Background: an optimization exercise with open tools, aiming at small area. Do not read the settings as production practice. Where RTL was checked, it was by simulation tests only, not by an equivalence proof against the original.

==> 05-23 <==
## multiply_matrix
module multiply_matrix
(
    input clk,
    input load,
	input load_w,
	input [159:0] c,
    input [63:0] a,
	input [63:0] b,
    output logic [159:0] out
);
clock: 5.0 ns
lec_check: 0
cap_margin: 20
core_margin: 2
core_utilization: 40
cts_buf_list: sky130_fd_sc_hd__clkbuf_4 sky130_fd_sc_hd__clkbuf_8
cts_cluster_diameter: 60
cts_cluster_size: 20
slew_margin: 20
synth_hierarchical: 1
run.sh (not shown) runs the stock make flow with config.mk's settings and CLKGATE_MAP_FILE= SYNTH_SCRIPT=/design/flow/synth_recipe.tcl, a recipe that flattens the netlist after the stock synthesis.
==> 04-11 (differences from 05-23) <==
==> flow/flow/run.sh (new file) <==
#!/bin/bash
# Layout: the standard flow (standard.sh, unchanged synthesis and steps),
# with the input and output port buffers made of sky130_fd_sc_hd__buf_1.
set -euo pipefail
export BUFFER_PORTS_ARGS="-buffer_cell sky130_fd_sc_hd__buf_1"
bash standard.sh > standard_flow.log 2>&1
==> flow/standard.sh (new file) <==
#!/bin/bash
# synth_recipe.tcl (not shown) runs the flow's synth.tcl, then flattens the netlist and writes it again
# the make line also repeats each setting of config.mk as NAME=value (left out here)
make -C /OpenROAD-flow-scripts/flow DESIGN_CONFIG=/design/flow/config.mk WORK_HOME=/design/flow/orfs CLKGATE_MAP_FILE= SYNTH_SCRIPT=/design/flow/synth_recipe.tcl "${@:-finish}"
--- a/flow/config.mk
+++ b/flow/config.mk
@@ -9,6 +9,7 @@
 export CORE_MARGIN = 2
-export CORE_UTILIZATION = 40
-export CTS_BUF_LIST = sky130_fd_sc_hd__clkbuf_4 sky130_fd_sc_hd__clkbuf_8
+export CORE_UTILIZATION = 60
+export CTS_BUF_LIST = sky130_fd_sc_hd__clkbuf_8 sky130_fd_sc_hd__clkbuf_16
 export CTS_CLUSTER_DIAMETER = 60
 export CTS_CLUSTER_SIZE = 20
+export PLACE_DENSITY = 0.72
 export SLEW_MARGIN = 20
removed: flow/run.sh
==> impl_metrics.py <==
metrics = {
    "drt": {
        "wl_met1_um": 223000,
        "first_iter_violations": 14600,
    },
    "finish": {
        "fillers": 20100,
        "diodes": 36,
    },
    "worst_setup_path": {
        "worstPathRequired_ns": 5.61,
    },
    "die": {
        "die_x_um": 531,
        "rows": 193,
        "placeableCoreArea_um2": 276000,
        "die-area_um2": 282000,
    },
    "global_routing": {
        "met3_usage_pct": 16.3,
        "gr-usage-met1_pct": 57.4,
    },
    "place": {
        "pre_cts_ws_ns": 0.348,
    },
    "status": {
        "status": "no timing/DRC/antenna violations",
    },
}
Source of the figures above: 04-11

==> impl_metrics.py <==
metrics = {
    "die": {
        "die-area_um2": 422000,
        "rows": 237,
    },
    "place": {
        "pre_cts_ws_ns": 0.250,
    },
    "drt": {
        "first_iter_violations": 12500,
    },
    "worst_setup_path": {
        "worstPathRequired_ns": 5.87,
    },
    "status": {
        "status": "no timing/DRC/antenna violations",
    },
}
Source of the figures above: 05-23

No functional check of the RTL was part of any run of this note.

* * *

==> trial 40: inputs <==
multiply_matrix, a different RTL version from the one above (not shown whole).
## multiply_matrix
module multiply_matrix
(
    input clk,
    input load,
	input load_w,
	input [159:0] c,
    input [63:0] a,
	input [63:0] b,
    output logic [159:0] out
);
Settings: LEC_CHECK=0, CAP_MARGIN=20, CORE_MARGIN=2, CORE_UTILIZATION=66, CTS_BUF_LIST=sky130_fd_sc_hd__clkbuf_8 sky130_fd_sc_hd__clkbuf_16, CTS_CLUSTER_DIAMETER=60, CTS_CLUSTER_SIZE=20, PLACE_DENSITY=0.78, SLEW_MARGIN=20, SYNTH_HIERARCHICAL=1; clock period 5.0 ns.
standard.sh (not shown) runs the stock make flow with config.mk's settings and CLKGATE_MAP_FILE= SYNTH_SCRIPT=/design/flow/synth_recipe.tcl, a recipe that flattens the netlist after the stock synthesis.
==> flow/flow/run.sh <==
#!/bin/bash
# Layout: the standard flow (standard.sh, unchanged synthesis and steps),
# with the input and output port buffers made of sky130_fd_sc_hd__buf_1 and
# clock tree synthesis without dummy loads and with larger sink clusters.
set -euo pipefail
export BUFFER_PORTS_ARGS="-buffer_cell sky130_fd_sc_hd__buf_1"
export CTS_ARGS="-sink_clustering_enable -repair_clock_nets -dont_use_dummy_load -sink_clustering_size 30 -sink_clustering_max_diameter 80 -buf_list sky130_fd_sc_hd__clkbuf_16"
bash standard.sh > standard_flow.log 2>&1
==> trial 13: changes against trial 40 <==
Settings changed: CORE_UTILIZATION 66 to 60, GPL_TIMING_DRIVEN set to 0, PLACE_DENSITY 0.78 to 0.72.
==> comparison <==
Trial 13 produced a layout that fails on setup timing. Trial 40 passed the timing, DRC and antenna checks.
Via count: trial 40 is lower than trial 13 (about 0.7%).
Between trial 40 and trial 13, the lower non-clock buffer count is in trial 40 (gap 1273).
In trial 40 the wire length is smaller than in trial 13, by 0.63%.
Between trial 13 and trial 40, the lower cell area is in trial 40 (gap 5.8%, measured against trial 40).
First-iteration DRC count: trial 40 is larger than trial 13 (about 15%).
Synthesized area is the same in trial 40 and trial 13.
Flip-flop and latch count is the same in trial 40 and trial 13.
==> figures <==
	trial 13	trial 40
Area of the multi-input gates	85900 um2	85800 um2
Initial antenna violation count	55	36
Number of buffers added by the clock tree synthesis step	134	137
Max-Slew Margin vs Limit	0.142	0.194
Final Instance Count excl. Fillers	15700	14100
Global routing usage on met3	0.115	0.189
Capture instance of the worst register-to-register path	s1b[92]$_DFFE_PP_	s1b[90]$_DFFE_PP_
Portion of the layout cell area used by non-clock buffers	0.0911	0.0408
Met1 wire length	221000 um	201000 um
Clock network area share	0.0189	0.0205
Max incr delay on CP	1.06 ns	0.60 ns
Run status	finished with violations	complete, no violations
Violated checks	setup timing	-
Ratio of routed vias to standard cells	6.47	7.17
Worst endpoint data arrival time	5.82 ns	5.26 ns
# diodes	72	57

==> re-timing with driven ports <==
How much do the figures lean on ideal ports? The routed layouts below were timed once more, with nothing changed but the port constraints.
Step 1: set_driving_cell puts a clkbuf_16 on clk and a buf_2 on each other input, an assumption about the parent block.
Step 2, shift: input delay + t, output delay - t, t = (earliest + latest rising clock arrival at the registers) / 2. This alone moves slack from input paths to output paths.
Three values: no drivers, after step 1, after step 2; two values: the first two.
run | t (ns) | setup WS [ns] | worst hold slack (ns) | worst setup path at the end | clock arrival spread, ns
05-23 | 1.236 | 0.130 / 0.130 / 0.130 | 0.326 / 0.274 / 0.396 | register to register | 0.130 / 0.129
04-11 | 1.028 | 0.209 / 0.209 / 0.209 | 0.220 / 0.134 / 0.416 | register to register | 0.060 / 0.060
trial 40 | 0.928 | 0.275 / 0.275 / 0.275 | 0.306 / 0.222 / 0.357 | register to register | 0.132 / 0.132
trial 13 | 0.950 | -0.190 / -0.190 / -0.589 | 0.256 / 0.173 / 0.386 | input to register | 0.157 / 0.157
For trial 13, which loses most, drivers alone change the setup slack by 0.000 ns; drivers and shift together by -0.399 ns.
